Background: an optimization exercise with open tools, aiming at small area. Do not read the settings as production practice. Only simulation tests tie the RTL to the original design; equivalence was not proved. Power figures rest on the tool's default switching activity, not on a simulated workload.

`flow/design.v`:
```
module xci2_buf (
    input wire a,
    output wire y
);
assign y = a;    
endmodule
module strobe_generator #(
    parameter STROBE_PERIOD = 3  
) (
    input wire clk,
    input wire rst_l,
    output reg strobe
);
localparam COUNTER_WIDTH = $clog2(STROBE_PERIOD);
reg [COUNTER_WIDTH-1:0] counter;
always @(posedge clk or negedge rst_l) begin
    if (!rst_l) begin
        counter <= 0;
        strobe <= 1'b0;
    end else begin
        if (counter >= STROBE_PERIOD - 1) begin
            counter <= 0;
            strobe <= 1'b1;
        end else begin
            counter <= counter + 1;
            strobe <= 1'b0;
        end
    end
end
endmodule
module slave_device(
	input  wire 	   clk,
	input  wire 	   rst_l,
	input  wire 	   ram_rd_rq,
	input  wire [15:0] rd_addr,
	output reg  [7:0]  data_o,
	input  wire 	   new_msg,
	output reg 		   ready
);
wire [7:0] data_gen_by_fpga;
wire [7:0] data_inf;
wire [7:0] data_ram;
reg [15:0] data_h;
wire [8:0] DOut1;
reg RDB;
reg [7:0] raddr;
wire        fifo_read_clk; 
wire 	    fifo_write_clk;
wire 	    full1;
wire	    empty1;
wire 	    eqth1;
wire	    geqt1;
wire 	    full2;
wire	    empty2;
wire 	    eqth2;
wire 	    geqth2;
wire RDB_buf, WRB_buf;
reg [15:0] rd_addr_reg;
reg [7:0]  data_o_next;
reg        RDB_next;
always @(posedge clk or negedge rst_l) begin : rd_addr_pipeline
    if (!rst_l) begin
        rd_addr_reg <= '0;
        data_o <= '0;
        RDB <= 1;
    end else begin
        rd_addr_reg <= rd_addr;  
        data_o <= data_o_next;   
        RDB <= RDB_next;         
    end
end
reg [7:0] raddr_reg;
always @(posedge clk or negedge rst_l) begin :  rd_addr_pipeline_minus1
    if (!rst_l) 
        raddr_reg <= '0;
    else
        raddr_reg <= rd_addr[7:0] - 1;  
end
always @(posedge clk or negedge rst_l) begin : header_increment
	if (!rst_l) 
		data_h <= '0;
	else
		data_h <= (ram_rd_rq && rd_addr_reg == 0) ? data_h + 1 : data_h;
end
always @(*) begin : package_coding
    case (rd_addr_reg)  
        16'h0: begin
            data_o_next = data_h[15:8];
            RDB_next = 1;
			raddr <= 0;
        end
        16'h1: begin
            data_o_next = data_h[7:0];
            RDB_next = !ram_rd_rq;
			raddr = raddr_reg;
        end
        default: begin
            data_o_next = data_ram;
            RDB_next = !ram_rd_rq;
			raddr = raddr_reg;
        end
    endcase
end
xci2_buf buf3 (
	.a(RDB),
	.y(RDB_buf)
);
xci2_buf buf7 (
	.a(clk),
	.y(fifo_write_clk)
);
xci2_buf buf8 (
	.a(clk),
	.y(fifo_read_clk)
);
genvar i;
generate
    for (i = 0; i < 8; i = i + 1) begin : data_buf_gen
            xci2_buf buf_inst0 (
                .a(DOut1[i]),       
                .y(data_ram[i])     
            );
    end
endgenerate
reg [7:0] read_data01;
always @(posedge clk) begin
    if (!RDB)
        read_data01 <= raddr;
end
assign DOut1 = {1'b0, read_data01};
endmodule
module crc16(clk, clk_en, reset, clr, d, data_out);
input clk, clk_en, reset, clr; 
input [7:0] d; 
output [15:0] data_out;
wire [15:0] xor_out; 
reg [15:0] r;
wire [15:0] temr;
assign temr[0] = d[4] ^ d[0];
assign temr[1] = d[5] ^ d[1];
assign temr[2] = d[6] ^ d[2];
assign temr[3] = d[7] ^ d[3];
assign temr[4] = r[12] ^ r[8];
assign temr[5] = r[13] ^ r[9];
assign temr[6] = r[14] ^ r[10];
assign temr[7] = r[15] ^ r[11];
assign temr[8] = d[4] ^ r[12];
assign temr[9] = d[5] ^ r[13];
assign temr[10] = d[6] ^ r[14];
assign temr[11] = d[7] ^ r[15];
assign temr[12] = temr[0] ^ temr[4];
assign temr[13] = temr[1] ^ temr[5];
assign temr[14] = temr[2] ^ temr[6];
assign temr[15] = temr[3] ^ temr[7];
assign xor_out[0] = temr[12];
assign xor_out[1] = temr[13];
assign xor_out[2] = temr[14];
assign xor_out[3] = temr[15];
assign xor_out[4] = temr[8];
assign xor_out[5] = temr[9] ^  temr[12];
assign xor_out[6] = temr[10] ^  temr[13];
assign xor_out[7] = temr[11] ^  temr[14];
assign xor_out[8] = temr[15] ^ r[0];
assign xor_out[9] = temr[8] ^ r[1];
assign xor_out[10] = temr[9] ^ r[2];
assign xor_out[11] = temr[10] ^ r[3];
assign xor_out[12] = temr[11] ^ temr[12] ^ r[4];
assign xor_out[13] = temr[13] ^ r[5];
assign xor_out[14] = temr[14] ^ r[6];
assign xor_out[15] = temr[15] ^ r[7];
always @(posedge clk or negedge reset) 
begin
	if (~reset)  							
		begin
			r <= 16'h0;
		end
	else if (!clr) 
		r <= 16'hffff; 
	else if (clk_en)
		r <= xor_out;
end
assign data_out = r; 
endmodule
module rs_coder(
CLK,
CLK_EN,
RESET,
WR_DATA, 
WR_EN,
OUT,
CODING,
FULL,
TIME_OUT
);
parameter 	PARITY_BIT = "ON",	 
			STOP_BIT = 1,		 
			WAIT_END = 1,		 
			FIRST_BIT = "MSB";	 
localparam BIT_COUNT = (PARITY_BIT == "ON") ? ((STOP_BIT == 1) ? 10 : 11) : ((STOP_BIT == 1) ? 9 : 10);
input 			CLK; 
input 			CLK_EN;
input 			RESET;
input [7:0]		WR_DATA;
input 			WR_EN;
output			OUT;  
output			CODING;
output			FULL;
output			TIME_OUT;
reg			CODING;
reg	[3:0]	count;
reg			FULL;
reg	[7:0]	reg_data_in;	
reg	[9:0]	shift_data;
wire		parity;
reg			TIME_OUT;	
reg			OUT;
initial  
begin
    if ((PARITY_BIT != "ON") && (PARITY_BIT != "OFF"))  
    begin
        $display("Error:  PARITY_BIT   ON  OFF");
    end
    if ((STOP_BIT != 1) && (STOP_BIT != 2))  
    begin
        $display("Error:  STOP_BIT   1  2");
    end
    if ((PARITY_BIT == "OFF") && (STOP_BIT == 1))  
    	begin
			if ((WAIT_END < 1) || (WAIT_END > 9))
       			$display("Error:  WAIT_END    1  9");
    	end
	else
		begin
			if ((WAIT_END < 1) || (WAIT_END > 10))
       			$display("Error:  WAIT_END    1  10");
		end
    if ((FIRST_BIT != "MSB") && (FIRST_BIT != "LSB"))  
    begin
        $display("Error:  FIRST_BIT   MSB  LSB");
    end
end
always @(posedge CLK or negedge RESET)
begin 
	if (~RESET)  							
		CODING <= 1'b0;
	else 
		if (CLK_EN)
				if (FULL) 	
						CODING <= 1'b1;
				else
				if (TIME_OUT & (count[3:0] == WAIT_END)) 	
						CODING <= 1'b0;		
end		
always @(posedge CLK)
begin 
		if (CLK_EN)
			if (CODING)	
				begin
					if (count[3:0] == BIT_COUNT)
							count[3:0] <= 4'b0;
					else
							count[3:0] <= count[3:0] + 1'b1;
				end
			else
				count[3:0] <= 4'b0;
end		
always @(posedge CLK or negedge RESET)
begin 
	if (~RESET)  							
		FULL <= 1'b0;
	else 
		if (CLK_EN)
				if ((count[3:0] == 0) & CODING) 	
						FULL <= 1'b0;
				else if (WR_EN & ~TIME_OUT) 	
						FULL <= 1'b1;
end		
always @(posedge CLK)
begin 
		if (CLK_EN & WR_EN & ~FULL)
				reg_data_in[7:0] <= WR_DATA[7:0];
end	
always @(posedge CLK or negedge RESET)
begin 
	if (~RESET)  							
		shift_data[9:0] <= 10'b1111111111;
	else 
		if (CLK_EN)
			if ((count[3:0] == 0) & FULL & CODING)	
						shift_data[9:0] <= (FIRST_BIT == "MSB") ? 
												({1'b0, 	reg_data_in[7:0], ((PARITY_BIT == "ON") ? (~parity) : 1'b1)})	 
												:
												({1'b0, 	reg_data_in[0], 												 
														reg_data_in[1], 
														reg_data_in[2], 
														reg_data_in[3], 
														reg_data_in[4], 
														reg_data_in[5], 
														reg_data_in[6], 
														reg_data_in[7], 
														((PARITY_BIT == "ON") ? (~parity) : 1'b1)});
			else
						shift_data[9:0] <= {shift_data[8:0], 1'b1};					
end		
assign	parity = ^reg_data_in[7:0];
always @(posedge CLK)
begin 	
	if (CLK_EN)	
		if (CODING)
			begin
				if ((count[3:0] == BIT_COUNT) & ~TIME_OUT)
					begin
						TIME_OUT <= ~(FULL | WR_EN);
					end
				else if ((count[3:0] == WAIT_END) & TIME_OUT)
					begin
						TIME_OUT <= 1'b0;
					end
			end
		else	TIME_OUT <= 1'b0;
end	
always @(posedge CLK or negedge RESET)
begin 
		if (!RESET)
			begin
				OUT <= 1'b1;
			end
		else
			begin
				if (CLK_EN)
					if (CODING)	
						OUT <= shift_data[9];
					else
						OUT <= 1'b1;	
			end	
end		
endmodule
module rs_decoder_4(
CLK, 
CLK_EN, 
RESET, 
IN,
DATA_OUT, 
DECODING, 
RD_EN, 
END_MESSAGE, 
ERROR);
parameter 	PARITY_BIT = "ON",	 
			STOP_BIT = 1,		 
			FIRST_BIT = "MSB",	 
			WAIT_END = 1;  
localparam BIT_NUMBER = (PARITY_BIT == "ON") ? ((STOP_BIT == 1) ? 10 : 11) : ((STOP_BIT == 1) ? 9 : 10);
localparam BIT_NUMBER_NEW_WORD = BIT_NUMBER + WAIT_END;
localparam TAKT_SAMPLE = 0;  
localparam TAKT_CHECK = 1;  
input 			CLK; 
input 			CLK_EN;
input 			RESET;
input			IN;  
output [7:0]	DATA_OUT;
output			DECODING;
output			RD_EN;
output			END_MESSAGE;
output			ERROR;
reg				IN_DFF;
reg				spad_dff;
wire 			spad;
reg	[1:0]	fsm_state;
parameter	FSM_WAITING_NEW_MSG 	= 6'b00,
			FSM_START_BIT_CHECK		= 6'b01,
			FSM_RECEIVING_WORD 		= 6'b10,
			FSM_WAITING_NEW_WORD 	= 6'b11;
reg [7:0]	DATA_OUT;
reg			DECODING;
reg			RD_EN; 
reg			END_MESSAGE; 
reg			ERROR;
reg [1:0]	takt_count;
reg [4:0]	bit_count;
reg			dot;
reg			shift_en;
reg			error_bit;
wire		parity;
initial  
begin
    if ((PARITY_BIT != "ON") && (PARITY_BIT != "OFF"))  
    begin
        $display("Error:  PARITY_BIT   ON  OFF");
    end
    if ((STOP_BIT != 1) && (STOP_BIT != 2))  
    begin
        $display("Error:  STOP_BIT   1  2");
    end
    if ((FIRST_BIT != "MSB") && (FIRST_BIT != "LSB"))  
    begin
        $display("Error:  FIRST_BIT   MSB  LSB");
    end
	if ((WAIT_END < 1) || (WAIT_END > 19))
	begin
       	$display("Error:  WAIT_END    1  19");
    end
end
always @(posedge CLK)
begin 
	if (CLK_EN)	IN_DFF <= IN;
end		
always @(posedge CLK)
begin 
	if (CLK_EN)	spad_dff <= IN_DFF;
end		
assign spad = ({spad_dff, IN_DFF} == 2'b10);
always @ (posedge CLK or negedge RESET)
begin
	if (~RESET) 
		begin
			fsm_state  <= FSM_WAITING_NEW_MSG;
			DECODING <= 1'b0;
			RD_EN <= 1'b0; 
			END_MESSAGE <= 1'b0; 
			ERROR <= 1'b0;
     	end 
	else if (CLK_EN) begin
       case(fsm_state)
	 FSM_WAITING_NEW_MSG : 
		begin
			takt_count <= 2'b00;
			bit_count <= 5'b00000;
			DECODING <= 1'b0;
			RD_EN <= 1'b0; 
			END_MESSAGE <= 1'b0; 
			ERROR <= 1'b0;
			if (spad)	fsm_state  <= FSM_START_BIT_CHECK;
	 	end
	 FSM_START_BIT_CHECK : 
		begin
			takt_count <= takt_count + 1'b1;
			if (takt_count == TAKT_SAMPLE) 	dot <= IN_DFF;
			if (takt_count == TAKT_CHECK)
				begin
					bit_count <= bit_count + 1'b1;  
					if (error_bit)	
						begin
							if (DECODING)	END_MESSAGE <= 1'b1;
							fsm_state  <= FSM_WAITING_NEW_MSG;
						end
					else			fsm_state  <= FSM_RECEIVING_WORD;
				end			
	 	end
	 FSM_RECEIVING_WORD : 
		begin
			DECODING <= 1'b1;
			takt_count <= takt_count + 1'b1;
			if (takt_count == TAKT_CHECK)	bit_count <= bit_count + 1'b1;  
			if (takt_count == TAKT_SAMPLE) 	dot <= IN_DFF;
			if ((takt_count == TAKT_CHECK) & shift_en)	
				begin
					DATA_OUT[7:0] <= (FIRST_BIT == "MSB") ? ({DATA_OUT[6:0], dot}) : ({dot, DATA_OUT[7:1]});
				end
			if (takt_count == TAKT_CHECK)
				begin
					if (error_bit)
						begin
							ERROR <= 1'b1;
							fsm_state  <= FSM_WAITING_NEW_MSG;
						end
					else if (bit_count == BIT_NUMBER)
						begin
							RD_EN <= 1'b1;
							fsm_state  <= FSM_WAITING_NEW_WORD;
						end
				end
	 	end
	 FSM_WAITING_NEW_WORD :
		begin 
			RD_EN <= 1'b0;
			if (takt_count == TAKT_SAMPLE) dot <= IN_DFF;
			if (spad)
				begin
					takt_count <= 2'b00;
					bit_count <= 5'b00000;
					fsm_state  <= FSM_START_BIT_CHECK;
				end
			else if ((bit_count == BIT_NUMBER_NEW_WORD) && (takt_count == TAKT_CHECK))
				begin
					takt_count <= takt_count + 1'b1;
					if (takt_count == TAKT_CHECK)	bit_count <= bit_count + 1'b1;  
					END_MESSAGE <= 1'b1;
					fsm_state  <= FSM_WAITING_NEW_MSG;
				end
			else
				begin
					takt_count <= takt_count + 1'b1;
					if (takt_count == TAKT_CHECK)	bit_count <= bit_count + 1'b1;  
				end
	 	end	
	default: 				fsm_state  <= FSM_WAITING_NEW_MSG;
       endcase
	end
end
always @(*)
begin
case (bit_count)
	5'd0: 											 
		begin
			shift_en = 1'b0;
			if (dot)		error_bit = 1'b1;
			else			error_bit = 1'b0;
		end
	5'd1, 5'd2, 5'd3, 5'd4, 5'd5, 5'd6, 5'd7, 5'd8:  
		begin
			shift_en = 1'b1;
			error_bit = 1'b0;
		end
	5'd9: 											 
		begin
			shift_en = 1'b0;
			if (dot)		error_bit = (PARITY_BIT == "ON") ? ( parity) : 1'b0;
			else			error_bit = (PARITY_BIT == "ON") ? (~parity) : 1'b1;
		end
	5'd10, 5'd11: 									 
		begin
			shift_en = 1'b0;
			if (dot)		error_bit = 1'b0;
			else			error_bit = 1'b1;
		end		
	default :										 
		begin
			shift_en = 1'b0;
		 	error_bit = 1'b1;	
		end
endcase
end
assign parity = ^DATA_OUT[7:0];
endmodule
module mod_hi_speed_protocol_coder(
CLK, 
RESET,
CLK_EN_RS, 
TX_STR,
TX_FLAG,
TX_BYTE_NUMBER,
TX_RAM_REQ_RD,
TX_RAM_RDY_RD,
TX_RAM_ADDR_OUT,
TX_RAM_DATA_IN,
CODING,
OUT,
test
);
parameter QUARTZ = 24;
parameter [7:0] MARKER_BYTE = 8'hb6;
input 			CLK; 
input 			RESET;
input 			CLK_EN_RS;
input 			TX_STR;
input [7:0] 	TX_FLAG;
input [15:0]	TX_BYTE_NUMBER;
output 			TX_RAM_REQ_RD;
input 			TX_RAM_RDY_RD;
output [15:0]	TX_RAM_ADDR_OUT;
input  [7:0]	TX_RAM_DATA_IN;
output 			CODING;
output 			OUT;
output [31:0] test;
wire		rs_coder_CODING;
wire		rs_coder_FULL;
wire		rs_coder_TIME_OUT;
reg [7:0]	coder_data_in;
wire [15:0]	crc16_coder_data_out;
reg			coder_wr_in_dff;
reg	[3:0]	fsm_state;
parameter	FSM_IDLE 			= 4'd0,
			FSM_TX_MARKER 		= 4'd1,
			FSM_TX_MARKER_END 	= 4'd2,
			FSM_TX_DATA1 		= 4'd3,
			FSM_TX_DATA2 		= 4'd4,
			FSM_TX_DATA_END		= 4'd5,
            FSM_TX_CRC     		= 4'd6,
            FSM_TX_CRC_END    	= 4'd7;
reg			crc_en;
reg	[1:0]	flag_tx_count;
reg	[15:0]	tx_count;
reg	[15:0]	TX_RAM_ADDR_OUT;
reg			CODING;
reg	[7:0]	reg_tx_flag;
reg	[15:0]	reg_tx_byte_number;
reg			coder_wr_in;
reg			TX_RAM_REQ_RD;
reg	[7:0]	reg_data;
rs_coder #(.PARITY_BIT("ON"), .STOP_BIT(1), .WAIT_END(1), .FIRST_BIT("LSB")) rs_coder_inst(
.CLK			(CLK),
.CLK_EN			(CLK_EN_RS),
.RESET			(RESET), 
.WR_DATA		(coder_data_in[7:0]),
.WR_EN			(coder_wr_in),
.OUT			(OUT),
.CODING			(rs_coder_CODING),
.FULL			(rs_coder_FULL),
.TIME_OUT		(rs_coder_TIME_OUT)
);
always @(*) 
begin
	case (flag_tx_count[1:0])
		2'd0	: 	begin 
						case (tx_count[15:0])
							16'd0	: 	coder_data_in[7:0] = MARKER_BYTE[7:0];
							16'd1	: 	coder_data_in[7:0] = reg_tx_flag[7:0];
							16'd2	: 	coder_data_in[7:0] = reg_tx_byte_number[15:8];
							default : 	coder_data_in[7:0] = reg_tx_byte_number[7:0];
						endcase
					end
		2'd1	: 	begin 
						coder_data_in[7:0] = reg_data[7:0];
					end
		default	: 	begin  
						case (tx_count[15:0])
							16'd0	: 	coder_data_in[7:0] = crc16_coder_data_out[15:8];
							default : 	coder_data_in[7:0] = crc16_coder_data_out[7:0];
						endcase
					end
	endcase
end
wire crc_clk_en = CLK_EN_RS & coder_wr_in & crc_en;
crc16 crc16_coder(
.clk		(CLK), 
.clk_en		(crc_clk_en), 
.reset		(RESET),
.clr		(CODING), 
.d			(coder_data_in[7:0]),	 
.data_out	(crc16_coder_data_out[15:0])   
);
assign test[31:0] = {4'b0, CLK, CLK_EN_RS & coder_wr_in & crc_en, RESET, CODING, coder_data_in[7:0], crc16_coder_data_out[15:0]};
always @ (posedge CLK or negedge RESET)
begin
	if (~RESET) 
		begin
			coder_wr_in_dff <= 1'b0;
     	end
	else if (CLK_EN_RS)
		begin
			coder_wr_in_dff <= coder_wr_in;
		end
end
always @ (posedge CLK or negedge RESET)
begin
	if (~RESET) 
		begin
			crc_en <= 1'b0;
			flag_tx_count[1:0] <= 2'd0;
			tx_count[15:0] <= 16'd0;
			TX_RAM_ADDR_OUT[15:0] <= 16'd0;
			CODING <= 1'b0;
			reg_tx_flag[7:0] <= 8'd0;
			reg_tx_byte_number[15:0] <= 16'd0;
			coder_wr_in <= 1'b0;
			TX_RAM_REQ_RD <= 1'b0;
			reg_data[7:0] <= 8'd0;
			fsm_state  <= FSM_IDLE;
     	end
	else begin
       case(fsm_state)
	 FSM_IDLE : 
		begin	
	 		crc_en <= 1'b1;
			flag_tx_count[1:0] <= 2'd0;
			tx_count[15:0] <= 16'd0;
			TX_RAM_ADDR_OUT[15:0] <= 16'd0;
			coder_wr_in <= 1'b0;
			TX_RAM_REQ_RD <= 1'b0;
			reg_data[7:0] <= 8'd0;
			if (TX_STR & ~CODING)
				begin
					CODING <= 1'b1;
					reg_tx_flag[7:0] <= TX_FLAG[7:0];
					reg_tx_byte_number[15:0] <= TX_BYTE_NUMBER[15:0];
					fsm_state  <= FSM_TX_MARKER;
				end
			else
				begin
					CODING <= 1'b0;
				end
	 	end
	 FSM_TX_MARKER :
		begin
			if (CLK_EN_RS)
				begin
					coder_wr_in <= ~coder_wr_in & ~rs_coder_FULL;
					if (coder_wr_in_dff)	tx_count[15:0] <= tx_count[15:0] + 1'b1;
					if (coder_wr_in & (tx_count[15:0] == 16'd3))	
						begin
							fsm_state  <= FSM_TX_MARKER_END;
						end
				end
	 	end
	 FSM_TX_MARKER_END :
		begin
			if (CLK_EN_RS)
				begin
					flag_tx_count[1:0] <= flag_tx_count[1:0] + 1'b1;
					tx_count[15:0] <= 16'h0;
					if (reg_tx_byte_number[15:0] == 16'd0)	fsm_state  <= FSM_TX_DATA_END;
					else									
						begin
							TX_RAM_REQ_RD <= 1'b1;
							fsm_state  <= FSM_TX_DATA1;
						end
				end
	 	end
	 FSM_TX_DATA1 :
		begin
			if (TX_RAM_RDY_RD)
				begin
					TX_RAM_REQ_RD <= 1'b0;
					reg_data[7:0] <= TX_RAM_DATA_IN[7:0];
					tx_count[15:0] <= tx_count[15:0] + 1'b1;
					TX_RAM_ADDR_OUT[15:0] <= TX_RAM_ADDR_OUT[15:0] + 1'b1;
					fsm_state  <= FSM_TX_DATA2;
				end
			else
				begin
					TX_RAM_REQ_RD <= 1'b1;
				end
	 	end
	 FSM_TX_DATA2 :
		begin
			if (CLK_EN_RS)
				begin
					coder_wr_in <= ~coder_wr_in & ~rs_coder_FULL;
					if (coder_wr_in)
						begin
							if (tx_count[15:0] == reg_tx_byte_number[15:0])		fsm_state  <= FSM_TX_DATA_END;
							else									
								begin
									TX_RAM_REQ_RD <= 1'b1;
									fsm_state  <= FSM_TX_DATA1;
								end
						end
				end
	 	end
	 FSM_TX_DATA_END :
		begin
			if (CLK_EN_RS)
				begin
					flag_tx_count[1:0] <= flag_tx_count[1:0] + 1'b1;
					tx_count[15:0] <= 16'd0;
					crc_en <= 1'b0;
					fsm_state  <= FSM_TX_CRC;
				end
	 	end
	 FSM_TX_CRC :
		begin
			if (CLK_EN_RS)
				begin
					coder_wr_in <= ~coder_wr_in & ~rs_coder_FULL;
					if (coder_wr_in_dff)	tx_count[15:0] <= tx_count[15:0] + 1'b1;
					if (coder_wr_in & (tx_count[15:0] == 16'd1))
						begin
							fsm_state  <= FSM_TX_CRC_END;
						end
				end
	 	end
	 FSM_TX_CRC_END :
		begin
			if (CLK_EN_RS)
				begin
					if (~rs_coder_CODING) fsm_state  <= FSM_IDLE;
				end
	 	end		 	
	default : 				fsm_state  <= FSM_IDLE;
       endcase
	end
end
endmodule
module mod_hi_speed_protocol_decoder(
CLK, 
RESET,
CLK_EN_RS, 
IN,
RX_FLAG,
RX_BYTE_NUMBER,
RX_FLAG_BYTE_NUMBER_RD_EN,
RX_RAM_REQ_WR,
RX_RAM_RDY_WR,
RX_RAM_ADDR_OUT,
RX_RAM_DATA_OUT,
DECODING,
RX_END_MESSAGE,
RX_MESSAGE_RIGHT
);
parameter QUARTZ = 24;
parameter [7:0] MARKER_BYTE = 8'ha5;
input 			CLK; 
input 			RESET;
input 			CLK_EN_RS;
input 			IN;
output [7:0]	RX_FLAG;
output [15:0]	RX_BYTE_NUMBER;
output			RX_FLAG_BYTE_NUMBER_RD_EN;
output			RX_RAM_REQ_WR;
input			RX_RAM_RDY_WR;
output [15:0]	RX_RAM_ADDR_OUT;
output [7:0]	RX_RAM_DATA_OUT;
output 			DECODING;
output 			RX_END_MESSAGE;
output 			RX_MESSAGE_RIGHT;
wire [7:0]	rs_decoder_data_out;
wire		rs_decoder_decoding;
wire		rs_decoder_rd_en;
wire		rs_decoder_end_message;
wire		rs_decoder_error;
wire [15:0]	crc16_decoder_data_out;
reg [1:0]	rs_decoder_decoding_dff;
reg			rs_decoder_decoding_front;
reg	[3:0]	fsm_state;
parameter	FSM_IDLE 			= 4'd0,
			FSM_RX_MARKER 		= 4'd1,
			FSM_RX_MARKER_END 	= 4'd2,
			FSM_RX_DATA1 		= 4'd3,
			FSM_RX_DATA2 		= 4'd4,
			FSM_RX_DATA_END		= 4'd5,
            FSM_RX_CRC     		= 4'd6,
            FSM_RX_CRC_END    	= 4'd7;
reg [15:0]	rx_count;
reg			RX_END_MESSAGE;
reg			RX_MESSAGE_RIGHT;
reg [7:0]	RX_FLAG;
reg [15:0]	RX_BYTE_NUMBER;
reg			RX_FLAG_BYTE_NUMBER_RD_EN;
reg			RX_RAM_REQ_WR;
reg [15:0]	RX_RAM_ADDR_OUT;
reg [7:0]	RX_RAM_DATA_OUT;	
reg			DECODING;
reg			crc_en;
reg [15:0]	reg_crc;		
rs_decoder_4 #(.PARITY_BIT("ON"), .STOP_BIT(1), .WAIT_END(1), .FIRST_BIT("LSB")) rs_decoder_4_inst(
.CLK			(CLK),
.CLK_EN			(CLK_EN_RS),
.RESET			(RESET), 
.IN				(IN),
.DATA_OUT		(rs_decoder_data_out[7:0]),
.DECODING		(rs_decoder_decoding),
.RD_EN			(rs_decoder_rd_en),
.END_MESSAGE	(rs_decoder_end_message),
.ERROR			(rs_decoder_error)
);
wire crc_clk_en = CLK_EN_RS & rs_decoder_rd_en & crc_en;
crc16 crc16_decoder(
.clk		(CLK), 
.clk_en		(crc_clk_en), 
.reset		(RESET),
.clr		(DECODING), 
.d			(rs_decoder_data_out[7:0]),		 
.data_out	(crc16_decoder_data_out[15:0])   
);
always @ (posedge CLK or negedge RESET)
begin
	if (~RESET) 
		begin
			rs_decoder_decoding_dff[1:0] <= 2'b0;
			rs_decoder_decoding_front <= 1'b0;
     	end
	else
		begin
			rs_decoder_decoding_dff[1:0] <= {rs_decoder_decoding_dff[0], rs_decoder_decoding};
			rs_decoder_decoding_front <= (rs_decoder_decoding_dff[1:0] == 2'b01);
		end
end
always @ (posedge CLK or negedge RESET)
begin
	if (~RESET) 
		begin
			rx_count[15:0] <= 16'b0;
			RX_END_MESSAGE <= 1'b0;
			RX_MESSAGE_RIGHT <= 1'b0;
			RX_FLAG[7:0] <= 8'b0;
			RX_BYTE_NUMBER[15:0] <= 16'b0;
			RX_FLAG_BYTE_NUMBER_RD_EN <= 1'b0;
			RX_RAM_REQ_WR <= 1'b0;
			RX_RAM_ADDR_OUT[15:0] <= 16'b0;
			RX_RAM_DATA_OUT[7:0] <= 8'b0;	
			reg_crc[15:0] <= 16'b0;
			DECODING <= 1'b0;
			crc_en <= 1'b0;
			fsm_state  <= FSM_IDLE;
     	end
	else begin
       case(fsm_state)
	 FSM_IDLE : 
		begin	
			rx_count[15:0] <= 16'b0;
			RX_END_MESSAGE <= 1'b0;
			RX_MESSAGE_RIGHT <= 1'b0;
			RX_FLAG[7:0] <= 8'b0;
			RX_BYTE_NUMBER[15:0] <= 16'b0;
			RX_FLAG_BYTE_NUMBER_RD_EN <= 1'b0;
			RX_RAM_REQ_WR <= 1'b0;
			RX_RAM_ADDR_OUT[15:0] <= 16'b0;
			RX_RAM_DATA_OUT[7:0] <= 8'b0;								
			reg_crc[15:0] <= 16'b0;
			if (rs_decoder_decoding_front & ~DECODING)
				begin
					DECODING <= 1'b1;
					crc_en <= 1'b1;
					fsm_state  <= FSM_RX_MARKER;
				end
			else
				begin
					DECODING <= 1'b0;
					crc_en <= 1'b0;
				end
	 	end
	 FSM_RX_MARKER :
		begin
			if (CLK_EN_RS)
				begin
					if (rs_decoder_error)
						begin
							RX_END_MESSAGE <= 1'b1;
							RX_MESSAGE_RIGHT <= 1'b0;
							fsm_state  <= FSM_IDLE;
						end
					else if (rs_decoder_end_message)
						begin
							RX_END_MESSAGE <= 1'b1;
							RX_MESSAGE_RIGHT <= 1'b0;
							fsm_state  <= FSM_IDLE;
						end
					else if (rs_decoder_rd_en)
						begin
							rx_count[15:0] <= rx_count[15:0] + 1'b1;
							case (rx_count[15:0])
								16'd0 : begin
											if (rs_decoder_data_out[7:0] != MARKER_BYTE[7:0])
												begin
													RX_END_MESSAGE <= 1'b1;
													RX_MESSAGE_RIGHT <= 1'b0;
													fsm_state  <= FSM_IDLE;
												end
										end
								16'd1 : begin
											RX_FLAG[7:0] <= rs_decoder_data_out[7:0];
										end
								16'd2 : begin
											RX_BYTE_NUMBER[15:8] <= rs_decoder_data_out[7:0];
										end
								16'd3 : begin
											RX_BYTE_NUMBER[7:0] <= rs_decoder_data_out[7:0];
											RX_FLAG_BYTE_NUMBER_RD_EN <= 1'b1;
											fsm_state  <= FSM_RX_MARKER_END;
										end	
								default : ;
							endcase
						end
				end
	 	end
	 FSM_RX_MARKER_END :
		begin
			rx_count[15:0] <= 16'b0;
			RX_FLAG_BYTE_NUMBER_RD_EN <= 1'b0;
			if (RX_BYTE_NUMBER[15:0] == 16'b0)	fsm_state  <= FSM_RX_DATA_END;
			else								fsm_state  <= FSM_RX_DATA1;
	 	end
	 FSM_RX_DATA1 :
		begin
			if (CLK_EN_RS)
				begin
					if (rs_decoder_error)
						begin
							RX_END_MESSAGE <= 1'b1;
							RX_MESSAGE_RIGHT <= 1'b0;
							fsm_state  <= FSM_IDLE;
						end
					else if (rs_decoder_end_message)
						begin
							RX_END_MESSAGE <= 1'b1;
							RX_MESSAGE_RIGHT <= 1'b0;
							fsm_state  <= FSM_IDLE;
						end
					else if (rs_decoder_rd_en)
						begin
							rx_count[15:0] <= rx_count[15:0] + 1'b1;
							RX_RAM_REQ_WR <= 1'b1;
							RX_RAM_DATA_OUT[7:0] <= rs_decoder_data_out[7:0];
							fsm_state  <= FSM_RX_DATA2;
						end
				end
	 	end
	 FSM_RX_DATA2 :
		begin
			if (rs_decoder_rd_en | rs_decoder_end_message)
				begin
					RX_END_MESSAGE <= 1'b1;
					RX_MESSAGE_RIGHT <= 1'b0;
					fsm_state  <= FSM_IDLE;				
				end
			else if (RX_RAM_RDY_WR)
				begin
					RX_RAM_REQ_WR <= 1'b0;
					RX_RAM_ADDR_OUT[15:0] <= RX_RAM_ADDR_OUT[15:0] + 1'b1;
					if (rx_count[15:0] == RX_BYTE_NUMBER[15:0])	fsm_state  <= FSM_RX_DATA_END;
					else										fsm_state  <= FSM_RX_DATA1;
				end
	 	end
	 FSM_RX_DATA_END :
		begin
			rx_count[15:0] <= 16'b0;
			crc_en <= 1'b0;
			fsm_state  <= FSM_RX_CRC;
	 	end
	 FSM_RX_CRC :
		begin
			if (CLK_EN_RS)
				begin
					if (rs_decoder_error)
						begin
							RX_END_MESSAGE <= 1'b1;
							RX_MESSAGE_RIGHT <= 1'b0;
							fsm_state  <= FSM_IDLE;
						end
					else if (rs_decoder_end_message)
						begin
							RX_END_MESSAGE <= 1'b1;
							RX_MESSAGE_RIGHT <= 1'b0;
							fsm_state  <= FSM_IDLE;
						end
					else if (rs_decoder_rd_en)
						begin
							rx_count[15:0] <= rx_count[15:0] + 1'b1;
							case (rx_count[15:0])
								16'd0 : begin
											reg_crc[15:8] <= rs_decoder_data_out[7:0];
										end
								16'd1 : begin
											reg_crc[7:0] <= rs_decoder_data_out[7:0];
											fsm_state  <= FSM_RX_CRC_END;
										end	
								default : ;
							endcase
						end
				end
	 	end
	 FSM_RX_CRC_END :
		begin
			if (reg_crc[15:0] == crc16_decoder_data_out[15:0])
				begin
					RX_END_MESSAGE <= 1'b1;
					RX_MESSAGE_RIGHT <= 1'b1;
					fsm_state  <= FSM_IDLE;
				end
			else
				begin
					RX_END_MESSAGE <= 1'b1;
					RX_MESSAGE_RIGHT <= 1'b0;
					fsm_state  <= FSM_IDLE;
				end
	 	end		 	
	default : 				fsm_state  <= FSM_IDLE;
       endcase
	end
end
endmodule
module mod_hi_speed_protocol_rx(
CLK, 
RESET,
CODING,
DECODING,
BIT_SR,
BIT_BUSY,
CLK_EN_RS_DECODER,
RX_FLAG,
RX_BYTE_NUMBER,
RX_FLAG_BYTE_NUMBER_RD_EN,
RX_RAM_REQ_WR,
RX_RAM_RDY_WR,
RX_RAM_ADDR_OUT,
RX_RAM_DATA_OUT,
RX_END_MESSAGE,
RX_MESSAGE_RIGHT,
RX_END_MESSAGE_LINE,
CLK_EN_RS_CODER,
TX_RAM_REQ_RD,
TX_RAM_RDY_RD,
TX_RAM_ADDR_OUT,
TX_RAM_DATA_IN,
FLAG_DATA_OUT,
COM1,
COM2,
DATA1,
DATA2
);
parameter QUARTZ = 24;
parameter MARKER_BYTE_CODER = 8'ha5;
parameter MARKER_BYTE_DECODER = 8'ha5;
input 			CLK; 
input 			RESET;
output 			CODING;
output 			DECODING;
input 			BIT_SR;  
input 			BIT_BUSY;  
input 			CLK_EN_RS_DECODER;
output  [7:0]	RX_FLAG;
output  [15:0]	RX_BYTE_NUMBER;
output			RX_FLAG_BYTE_NUMBER_RD_EN;
output			RX_RAM_REQ_WR;
input			RX_RAM_RDY_WR;
output [15:0]	RX_RAM_ADDR_OUT;
output [7:0]	RX_RAM_DATA_OUT;
output			RX_END_MESSAGE;
output			RX_MESSAGE_RIGHT;
output			RX_END_MESSAGE_LINE;
input 			CLK_EN_RS_CODER;
output 			TX_RAM_REQ_RD;
input 			TX_RAM_RDY_RD;
output [15:0]	TX_RAM_ADDR_OUT;
input  [7:0]	TX_RAM_DATA_IN;
output 			FLAG_DATA_OUT;
output			DATA1;
output			DATA2;
input 			COM1;
input 			COM2;
reg			r_data1_1takt_en;
reg			r_data2_1takt_en;
reg			r_data1_4takt_en;
reg [3:0]	r_data1_4takt_dff;
reg			r_data2_4takt_en;
reg [3:0]	r_data2_4takt_dff;
wire			mod_hi_speed_protocol_decoder_DECODING;
wire			mod_hi_speed_protocol_coder_CODING;
wire			mod_hi_speed_protocol_coder_OUT;
reg [15:0]		in_TX_BYTE_NUMBER;
reg	[3:0]	fsm_rx_state;
parameter	FSM_RX_IDLE 				= 4'd0,
			FSM_RX_WAIT_FOR_DECODING 	= 4'd1,
			FSM_RX_RX 					= 4'd2;
reg	[4:0]	wait_rx_for_decoding_count;
reg			DECODING;
reg	[3:0]	fsm_tx_state;
parameter	FSM_TX_IDLE 				= 4'd0,
			FSM_TX_WAIT_FOR_DECODING 	= 4'd1,
			FSM_TX_RX 					= 4'd2,
			FSM_TX_PAUSE 				= 4'd3,
			FSM_TX_TX 					= 4'd4,
			FSM_TX_TX1					= 4'd5,
            FSM_TX_END     				= 4'd6;
reg	[4:0]	wait_tx_for_decoding_count;
reg			reg_BIT_SR;
reg			reg_BIT_BUSY;
reg			flag_data_out;
reg			flag_error;
reg			reg_TX_STR;
reg			RX_END_MESSAGE_LINE;
reg			CODING;
always @ (posedge CLK or negedge RESET)
begin
	if (~RESET) 
		begin
			r_data1_1takt_en <= 1'b0;
			r_data2_1takt_en <= 1'b0;
			r_data1_4takt_en <= 1'b0;
			r_data1_4takt_dff[3:0] <= 4'b0;
			r_data2_4takt_en <= 1'b0;
			r_data2_4takt_dff[3:0] <= 4'b0;
     	end 
	else 
		begin 
			r_data1_1takt_en <= COM1;
			r_data2_1takt_en <= COM2;
			r_data1_4takt_en <= r_data1_4takt_dff[3];
			r_data1_4takt_dff[3:0] <= {r_data1_4takt_dff[2:0], COM1};
			r_data2_4takt_en <= r_data2_4takt_dff[3];
			r_data2_4takt_dff[3:0] <= {r_data2_4takt_dff[2:0], COM2};
		end		
end
mod_hi_speed_protocol_decoder #(.MARKER_BYTE(MARKER_BYTE_DECODER)) mod_hi_speed_protocol_decoder_inst(
.CLK						(CLK), 
.RESET						(RESET),
.CLK_EN_RS					(CLK_EN_RS_DECODER), 
.IN							(RX_END_MESSAGE_LINE ? r_data2_4takt_en : r_data1_4takt_en),
.RX_FLAG					(RX_FLAG[7:0]),
.RX_BYTE_NUMBER				(RX_BYTE_NUMBER[15:0]),
.RX_FLAG_BYTE_NUMBER_RD_EN	(RX_FLAG_BYTE_NUMBER_RD_EN),
.RX_RAM_REQ_WR				(RX_RAM_REQ_WR),
.RX_RAM_RDY_WR				(RX_RAM_RDY_WR),
.RX_RAM_ADDR_OUT			(RX_RAM_ADDR_OUT[15:0]),
.RX_RAM_DATA_OUT			(RX_RAM_DATA_OUT[7:0]),
.DECODING					(mod_hi_speed_protocol_decoder_DECODING),
.RX_END_MESSAGE				(RX_END_MESSAGE),
.RX_MESSAGE_RIGHT			(RX_MESSAGE_RIGHT)
);
mod_hi_speed_protocol_coder #(.MARKER_BYTE(MARKER_BYTE_CODER)) mod_hi_speed_protocol_coder_inst(
.CLK					(CLK), 
.RESET					(RESET),
.CLK_EN_RS				(CLK_EN_RS_CODER), 
.TX_STR					(reg_TX_STR),
.TX_FLAG				({3'b0, flag_data_out, 1'b0, BIT_BUSY, BIT_SR, flag_error}),
.TX_BYTE_NUMBER			(in_TX_BYTE_NUMBER[15:0]),
.TX_RAM_REQ_RD			(TX_RAM_REQ_RD),
.TX_RAM_RDY_RD			(TX_RAM_RDY_RD),
.TX_RAM_ADDR_OUT		(TX_RAM_ADDR_OUT[15:0]),
.TX_RAM_DATA_IN			(TX_RAM_DATA_IN[7:0]),
.CODING					(mod_hi_speed_protocol_coder_CODING),
.OUT					(mod_hi_speed_protocol_coder_OUT)
);
always @(*)
begin 
	case (flag_data_out)
		1'b0 : begin 
					in_TX_BYTE_NUMBER[15:0] = 16'h00;
				end
		default : 	begin 
						in_TX_BYTE_NUMBER[15:0] = 16'd2032;  
					end
	endcase
end
always @ (posedge CLK or negedge RESET)
begin
	if (~RESET) 
		begin
			wait_rx_for_decoding_count[4:0] <= 5'b0;
			RX_END_MESSAGE_LINE <= 1'b0;
			DECODING <= 1'b0;
			fsm_rx_state  <= FSM_RX_IDLE;
     	end 
	else begin
       case(fsm_rx_state)
	 FSM_RX_IDLE : 
		begin	
			wait_rx_for_decoding_count[4:0] <= 5'b0;
			if (~DECODING)
				begin
					if (CLK_EN_RS_DECODER)
						begin
							if (r_data1_1takt_en == 1'b0)
								begin
									RX_END_MESSAGE_LINE <= 1'b0;
									DECODING <= 1'b1;
									fsm_rx_state  <= FSM_RX_WAIT_FOR_DECODING;
								end
							else if (r_data2_1takt_en == 1'b0)
								begin
									RX_END_MESSAGE_LINE <= 1'b1;
									DECODING <= 1'b1;
									fsm_rx_state  <= FSM_RX_WAIT_FOR_DECODING;
								end
						end
				end
			else
				begin
					DECODING <= 1'b0;
				end
	 	end
	 FSM_RX_WAIT_FOR_DECODING :
		begin
			if (CLK_EN_RS_DECODER)
				begin
					wait_rx_for_decoding_count[4:0] <= wait_rx_for_decoding_count[4:0] + 1'b1;
					if (mod_hi_speed_protocol_decoder_DECODING)
						begin
							fsm_rx_state  <= FSM_RX_RX;
						end
					else if (wait_rx_for_decoding_count[4:0] == 5'd31)
						begin
							fsm_rx_state  <= FSM_RX_IDLE;
						end
				end
	 	end
	 FSM_RX_RX :
		begin
			if (RX_END_MESSAGE)
				begin
					fsm_rx_state  <= FSM_RX_IDLE;						
				end
	 	end
	default : 				fsm_rx_state  <= FSM_RX_IDLE;
       endcase
	end
end
always @ (posedge CLK or negedge RESET)
begin
	if (~RESET) 
		begin
			wait_tx_for_decoding_count[4:0] <= 5'b0;
			reg_BIT_SR <= 1'b0;
			reg_BIT_BUSY <= 1'b0;
			flag_data_out <= 1'b0;
			flag_error <= 1'b0;
			reg_TX_STR <= 1'b0;
			CODING <= 1'b0;
			fsm_tx_state  <= FSM_TX_IDLE;
     	end 
	else begin
       case(fsm_tx_state)
	 FSM_TX_IDLE : 
		begin	
			wait_tx_for_decoding_count[4:0] <= 5'b0;
			reg_BIT_SR <= 1'b0;
			reg_BIT_BUSY <= 1'b0;
			flag_data_out <= 1'b0;
			flag_error <= 1'b0;
			reg_TX_STR <= 1'b0;
			if (~CODING)
				begin
					if (CLK_EN_RS_DECODER)
						begin
							if (r_data1_1takt_en == 1'b0)
								begin
									fsm_tx_state  <= FSM_TX_WAIT_FOR_DECODING;
								end
							else if (r_data2_1takt_en == 1'b0)
								begin
									fsm_tx_state  <= FSM_TX_WAIT_FOR_DECODING;
								end
						end
				end
			else
				begin
					CODING <= 1'b0;
				end
	 	end
	 FSM_TX_WAIT_FOR_DECODING :
		begin
			if (CLK_EN_RS_DECODER)
				begin
					wait_tx_for_decoding_count[4:0] <= wait_tx_for_decoding_count[4:0] + 1'b1;
					if (mod_hi_speed_protocol_decoder_DECODING)
						begin
							reg_BIT_SR <= BIT_SR;
							reg_BIT_BUSY <= BIT_BUSY;
							fsm_tx_state  <= FSM_TX_RX;
						end
					else if (wait_tx_for_decoding_count[4:0] == 5'd31)
						begin
							fsm_tx_state  <= FSM_TX_IDLE;
						end
				end
	 	end
	 FSM_TX_RX :  
		begin
			if (RX_END_MESSAGE)
				begin
					flag_error <= ~RX_MESSAGE_RIGHT;
					case (RX_FLAG[7:0])
						8'h02 : 
								begin
									CODING <= 1'b1;
									fsm_tx_state  <= FSM_TX_PAUSE;
								end
						8'h03 : 
								begin
									CODING <= 1'b1;
									fsm_tx_state  <= FSM_TX_PAUSE;
								end
						8'h04 : 
								begin
									CODING <= 1'b1;
									flag_data_out <= RX_MESSAGE_RIGHT & reg_BIT_SR & ~reg_BIT_BUSY;   
									fsm_tx_state  <= FSM_TX_PAUSE;
								end
						default :  
								begin
									fsm_tx_state  <= FSM_TX_IDLE;
								end
					endcase
				end
	 	end
	 FSM_TX_PAUSE :
		begin
			fsm_tx_state  <= FSM_TX_TX;
	 	end	 
	 FSM_TX_TX :
		begin
			reg_TX_STR <= 1'b1;
			fsm_tx_state  <= FSM_TX_TX1;
	 	end	
	 FSM_TX_TX1 :
		begin
			reg_TX_STR <= 1'b0;
			if (mod_hi_speed_protocol_coder_CODING) fsm_tx_state <= FSM_TX_END;
	 	end	
	 FSM_TX_END :
		begin
			if (~mod_hi_speed_protocol_coder_CODING) fsm_tx_state <= FSM_TX_IDLE;
	 	end
	default : 				fsm_tx_state  <= FSM_TX_IDLE;
       endcase
	end
end
assign DATA1 = mod_hi_speed_protocol_coder_OUT;
assign DATA2 = mod_hi_speed_protocol_coder_OUT;
assign FLAG_DATA_OUT = flag_data_out;
endmodule
module top (
    input  wire bb_clk_in,
    input  wire rst_h,
    output wire DATA1,
    output wire DATA2,
    input  wire COM1,
    input  wire COM2
);
wire [7:0]  RX_FLAG;
wire [15:0] RX_BYTE_NUMBER;
wire 	   RX_FLAG_BYTE_NUMBER_RD_EN;
wire 		RX_RAM_REQ_WR;
wire 		RX_RAM_RDY_WR = 1'b1;
wire  [15:0]	RX_RAM_ADDR_OUT;
wire  [7:0]	RX_RAM_DATA_OUT;
wire 		RX_END_MESSAGE;
wire 		RX_MESSAGE_RIGHT;
wire 		RX_END_MESSAGE_LINE;
wire         FLAG_DATA_OUT;
wire CODING;
wire DECODING;
wire clk = bb_clk_in;
wire strobe_1mhz;
wire strobe_4mhz;
wire rst_l = !rst_h;
wire rst_s;
wire [15:0] rd_addr;   
wire       ram_rd_rq;
wire       ready;
wire [7:0] data_o;
assign data_mem_out = data_o[0];
strobe_generator #(.STROBE_PERIOD(2)) strobegen_1mhz (
    .clk(clk),
    .rst_l(rst_l),
    .strobe(strobe_1mhz)
);
strobe_generator #(.STROBE_PERIOD(3)) strobegen_4mhz (
    .clk(clk),
    .rst_l(rst_l),
    .strobe(strobe_4mhz)
);
slave_device slave_device_inst (
    .clk(clk),            
    .rst_l(rst_l),        
    .ram_rd_rq(ram_rd_rq),
    .rd_addr(rd_addr),    
    .data_o(data_o)           
);
mod_hi_speed_protocol_rx #(
    .QUARTZ(24),
    .MARKER_BYTE_CODER(8'hb6),
    .MARKER_BYTE_DECODER(8'ha5)
) hi_speed_protocol_rx_inst (
    .CLK(clk),
    .RESET(rst_l),
    .CODING(CODING),
    .DECODING(DECODING),
    .BIT_SR(1'b1),
    .BIT_BUSY(1'b0),
    .CLK_EN_RS_DECODER(strobe_4mhz),
    .RX_FLAG(RX_FLAG),
    .RX_BYTE_NUMBER(RX_BYTE_NUMBER),
    .RX_FLAG_BYTE_NUMBER_RD_EN(RX_FLAG_BYTE_NUMBER_RD_EN),
    .RX_RAM_REQ_WR(RX_RAM_REQ_WR),
    .RX_RAM_RDY_WR(RX_RAM_RDY_WR),
    .RX_RAM_ADDR_OUT(RX_RAM_ADDR_OUT),
    .RX_RAM_DATA_OUT(RX_RAM_DATA_OUT),
    .RX_END_MESSAGE(RX_END_MESSAGE),
    .RX_MESSAGE_RIGHT(RX_MESSAGE_RIGHT),
    .RX_END_MESSAGE_LINE(RX_END_MESSAGE_LINE),
    .CLK_EN_RS_CODER(strobe_1mhz),
    .TX_RAM_REQ_RD(ram_rd_rq),
    .TX_RAM_RDY_RD(1'b1),
    .TX_RAM_ADDR_OUT(rd_addr),
    .TX_RAM_DATA_IN(data_o),
    .FLAG_DATA_OUT(FLAG_DATA_OUT),
    .COM1(COM1),
    .COM2(COM2),
    .DATA1(DATA1),
    .DATA2(DATA2)
);
endmodule
```
`flow/run.sh`:
```
#!/bin/bash
# synth_recipe.tcl (not shown) runs the flow's synth.tcl, then flattens the netlist and writes it again
# the make line also repeats each setting of config.mk as NAME=value (left out here)
make -C /OpenROAD-flow-scripts/flow DESIGN_CONFIG=/design/flow/config.mk WORK_HOME=/design/flow/orfs CLKGATE_MAP_FILE= SYNTH_SCRIPT=/design/flow/synth_recipe.tcl finish
```
`flow/config.mk`:
```
export PLATFORM = sky130hd
export DESIGN_NAME = top
export DESIGN_NICKNAME = top
export VERILOG_FILES = /design/flow/design.v
export SDC_FILE = /design/flow/constraint.sdc
export NUM_CORES = 4
export LEC_CHECK = 0
export CAP_MARGIN = 20
export CORE_MARGIN = 2
export CORE_UTILIZATION = 30
export SLEW_MARGIN = 20
```
`flow/constraint.sdc`:
```
create_clock -name core_clock -period 6.0 [get_ports {bb_clk_in}]
set_input_delay 1.2000 -clock core_clock [delete_from_list [all_inputs] [get_ports {bb_clk_in}]]
set_output_delay 1.2000 -clock core_clock [all_outputs]
set_load 0.01 [all_outputs]
```
==> impl_metrics.sql <==
INSERT INTO impl_metrics (metric_group, metric, value, unit) VALUES
('clocking', 'numClockSinks', '295', ''),
('timing', 'worst-slew-pin-transition', '1.042', 'ns'),
('clocking', 'postCtsHoldBufs', '0', ''),
('die', 'initial_utilization', '30.32', '%'),
('die', 'fp.dieArea', '51160', 'sq um'),
('timing', 'fmax', '306.5', 'MHz'),
('synth', 'synth.area.top_cells', 'sky130_fd_sc_hd__dfrtp_1 41%, sky130_fd_sc_hd__edfxtp_1 7.9%, sky130_fd_sc_hd__xnor2_1 4.0%', ''),
('die', 'chipHeight', '226.2', 'um'),
('global_route', 'pin_count_of_the_biggest_net_entering_global_routing', '149', ''),
('synth', 'async_reset_ff_share', '86.78', '%'),
('global_route', 'antenna_found_initial', '0', ''),
('detailed_routing', 'met2_length', '14.83', 'mm'),
('clocking', 'numCtsBuffers', '34', ''),
('synth', 'ys_seq_area_share', '51.27', '%'),
('clocking', 'htree_levels', '2', ''),
('synth', 'ys.flop_type', 'sky130_fd_sc_hd__dfrtp_1', ''),
('setup_path', 'critical_path_arrival', '3.64', 'ns'),
('die', 'placementRows', '81', ''),
('synth', 'cell_accounting_for_the_most_synthesized_area', 'sky130_fd_sc_hd__dfrtp_1', ''),
('setup_path', 'regToRegSetupSlack', '2.74', 'ns'),
('place', 'globalplace.congestion', '0.8470', ''),
('synth', 'synth_largest_type_area_fraction', '41.23', '%'),
('timing', 'final-setup-viol-count', '0', ''),
('layout', 'antenna_cells', '0', ''),
('worst_hold_path', 'hold-path-endpoint', 'hi_speed_protocol_rx_inst.r_data1_4takt_en$_DFF_PP0_', ''),
('worst_hold_path', 'holdCritStartpoint', 'hi_speed_protocol_rx_inst.r_data1_4takt_dff[3]$_DFF_PP0_', ''),
('detailed_routing', 'dr.max_layer_used', 'met4', ''),
('worst_hold_path', 'timing.hold.worst_path_depth', '0', ''),
('power_and_ir_drop', 'max-vdd-ir-drop', '168.8', 'uV'),
('place', 'detailedPlacementHpwl', '21.48', 'mm'),
('setup_path', 'worstPathCellList', 'inv_1, ha_1, nor4b_2, and4_1, nor2_2, a221oi_1, a2bb2oi_4, xnor2_2, xor2_1, o21ai_1', ''),
('layout', 'layout-area-overhead-vs-synth', '12.21', '%'),
('die', 'chipWidth', '226.2', 'um'),
('detailed_routing', 'drtIter0Drc', '728', ''),
('setup_path', 'critPathSlowestCell', 'sky130_fd_sc_hd__and4_1', ''),
('global_route', 'first_pass_grt_wire_length', '53.44', 'mm'),
('global_route', 'globalRoute.totalOverflow', '0', ''),
('detailed_routing', 'drt-met1-wl', '14.94', 'mm'),
('detailed_routing', 'via_per_inst', '4.940', ''),
('layout', 'drive_gt1_share', '10.51', '%'),
('timing', 'minimum_clock_period', '3.262', 'ns'),
('synth', 'synth_common_cells', '244 x sky130_fd_sc_hd__dfrtp_1, 132 x sky130_fd_sc_hd__nand2_1, 111 x sky130_fd_sc_hd__nor2_1', ''),
('synth', 'synth_edf_count', '39', ''),
('die', 'fp.coreArea', '48850', 'sq um'),
('setup_path', 'timing.critical_path.fanout_max', '18', ''),
('power_and_ir_drop', 'post_layout_total_power', '6.119', 'mW'),
('power_and_ir_drop', 'static-leakage-power', '6.821', 'nW'),
('detailed_routing', 'tritonroute_pass_1_iters', '5', ''),
('synth', 'syn-num-nets', '1456', ''),
('clocking', 'max-clock-path-buffers', '3', ''),
('die', 'boundaryPins', '6', ''),
('power_and_ir_drop', 'power_density', '368.3', 'nW/um^2'),
('layout', 'fillerInstances', '4882', ''),
('detailed_routing', 'via_count', '10330', ''),
('layout', 'fin_util', '34.02', '%'),
('synth', 'synth_seq_cells', '295', ''),
('global_route', 'groute.usage.overall', '12.76', '%'),
('worst_hold_path', 'holdCritPathClass', 'reg -> reg', ''),
('clocking', 'post_cts_gate_resize_count', '0', ''),
('timing', 'timing.slew.headroom', '29.99', '%'),
('status', 'status', 'no timing/DRC/antenna violations', ''),
('timing', 'finalCritPeriodShare', '54.37', '%'),
('setup_path', 'critical-path-max-stage-delay', '0.78', 'ns'),
('synth', 'synthesis.instances', '1417', ''),
('setup_path', 'worst_setup_path_end_kind', 'flop', ''),
('detailed_routing', 'drt-total-wl', '31.65', 'mm'),
('synth', 'yosysMostFrequentCell', 'sky130_fd_sc_hd__dfrtp_1', ''),
('clocking', 'clock_insertion_delay_worst_skew', '0.54', 'ns'),
('timing', 'fin_worst_skew', '0.01992', 'ns'),
('setup_path', 'timing.reg2reg.worst_path_depth', '10', ''),
('place', 'place_area', '15500', 'sq um');
-- power by group --
part | switching [mW] | internal (mW) | leakage (nW) | total, mW
combinational | 0.872 | 0.650 | 2.68 | 1.52
clock | 0.841 | 1.27 | 0.545 | 2.11
sequential | 0.246 | 2.25 | 3.60 | 2.49
total | 1.96 | 4.16 | 6.82 | 6.12
-- final cells by class --
class / instances / area (sq um) / share of cell area [%]
Clock buffer: 49 / 979.7 / 5.896
Clock inverter: 11 / 135.1 / 0.8132
Inverter: 55 / 210.2 / 1.265
Multi-Input combinational cell: 1003 / 6739 / 40.55
Sequential cell: 295 / 7592 / 45.69
Tap cell: 664 / 830.8 / 5.000
Timing Repair Buffer: 14 / 130.1 / 0.7831
-- metrics by stage --
step | std cells | setup slack, ns
floorplan | 1417 | 1.438
global placement | 2031 | 2.814
detailed placement | 2031 | 2.637
CTS | 2091 | 2.756
global route | 2091 | 2.469
finish | 2091 | 2.738
-- kinds of logic after synthesis --
logic type,synth area share (%)
AOI/OAI and AO/OA,13.22
xor gates and xnor gates,8.102
adders and majority gates,2.957
buffers and inverters,3.227
DFF,51.27
muxes,5.661
and+or+nand+nor,15.56
-- worst max path at each step --
stage,slack (ns),to
after global routing,2.47,flop
final,2.74,flop
after floorplan,1.44,hi_speed_protocol_rx_inst.CODING$_DFFE_PP0P_
after detailed placement,2.64,flop
after CTS,2.76,flop
after global placement,2.81,flop
-- worst max-delay path, delay by kind of cell, from the launching register on --
kind / cells / cell delay, ns
simple gates: 3 / 1.25
buf+inv: 1 / 0.13
xor+xnor: 2 / 0.44
fa+ha+maj: 1 / 0.23
compound gates: 3 / 0.64
flops: 1 / 0.41
-- routing by layer --
metal / track usage (%) / vias up
li1: - / 5009
met1: 17.49 / 5123
met2: 20.53 / 148
met3: 2.277 / 49
met4: 3.862 / 0
met5: 0 / -
-- cell usage in the layout (no fill, tap or decap), drive strengths merged, types with 46 or more instances in the layout --
cell	synthesis	final
xnor2	70	70
clkbuf	53	49
nand2	132	132
xor2	61	61
o21ai	86	86
nor2	112	112
mux2	46	46
a21oi	64	64
dfrtp	244	244
inv	54	54

## afterwards: timing with drivers on the ports
In the flow no input, the clock included, has a driving cell. The finished layout below was timed again as built, in two steps.
Step 1: set_driving_cell puts a clkbuf_16 on bb_clk_in and a buf_2 on each other input, an assumption about the parent block.
Step 2 moves the port delays by t, midway between the first and last clock arrival at a register: inputs arrive t later, outputs are due t later. That takes back most of the time a late clock gives input paths.
Slacks: no drivers / after step 1 / after step 2; pairs: no drivers / after step 1.
t, ns: 0.583
setup slack, ns: 2.738 / 2.738 / 2.666
hold WS [ns]: 0.348 / 0.348 / 0.348
latest minus earliest clock arrival (ns): 0.022 / 0.022
worst register clock-pin slew, ns: 0.07 / 0.07
After both steps this run still meets setup and hold. For this run, drivers alone change the setup slack by 0.000 ns; drivers and shift together by -0.072 ns.
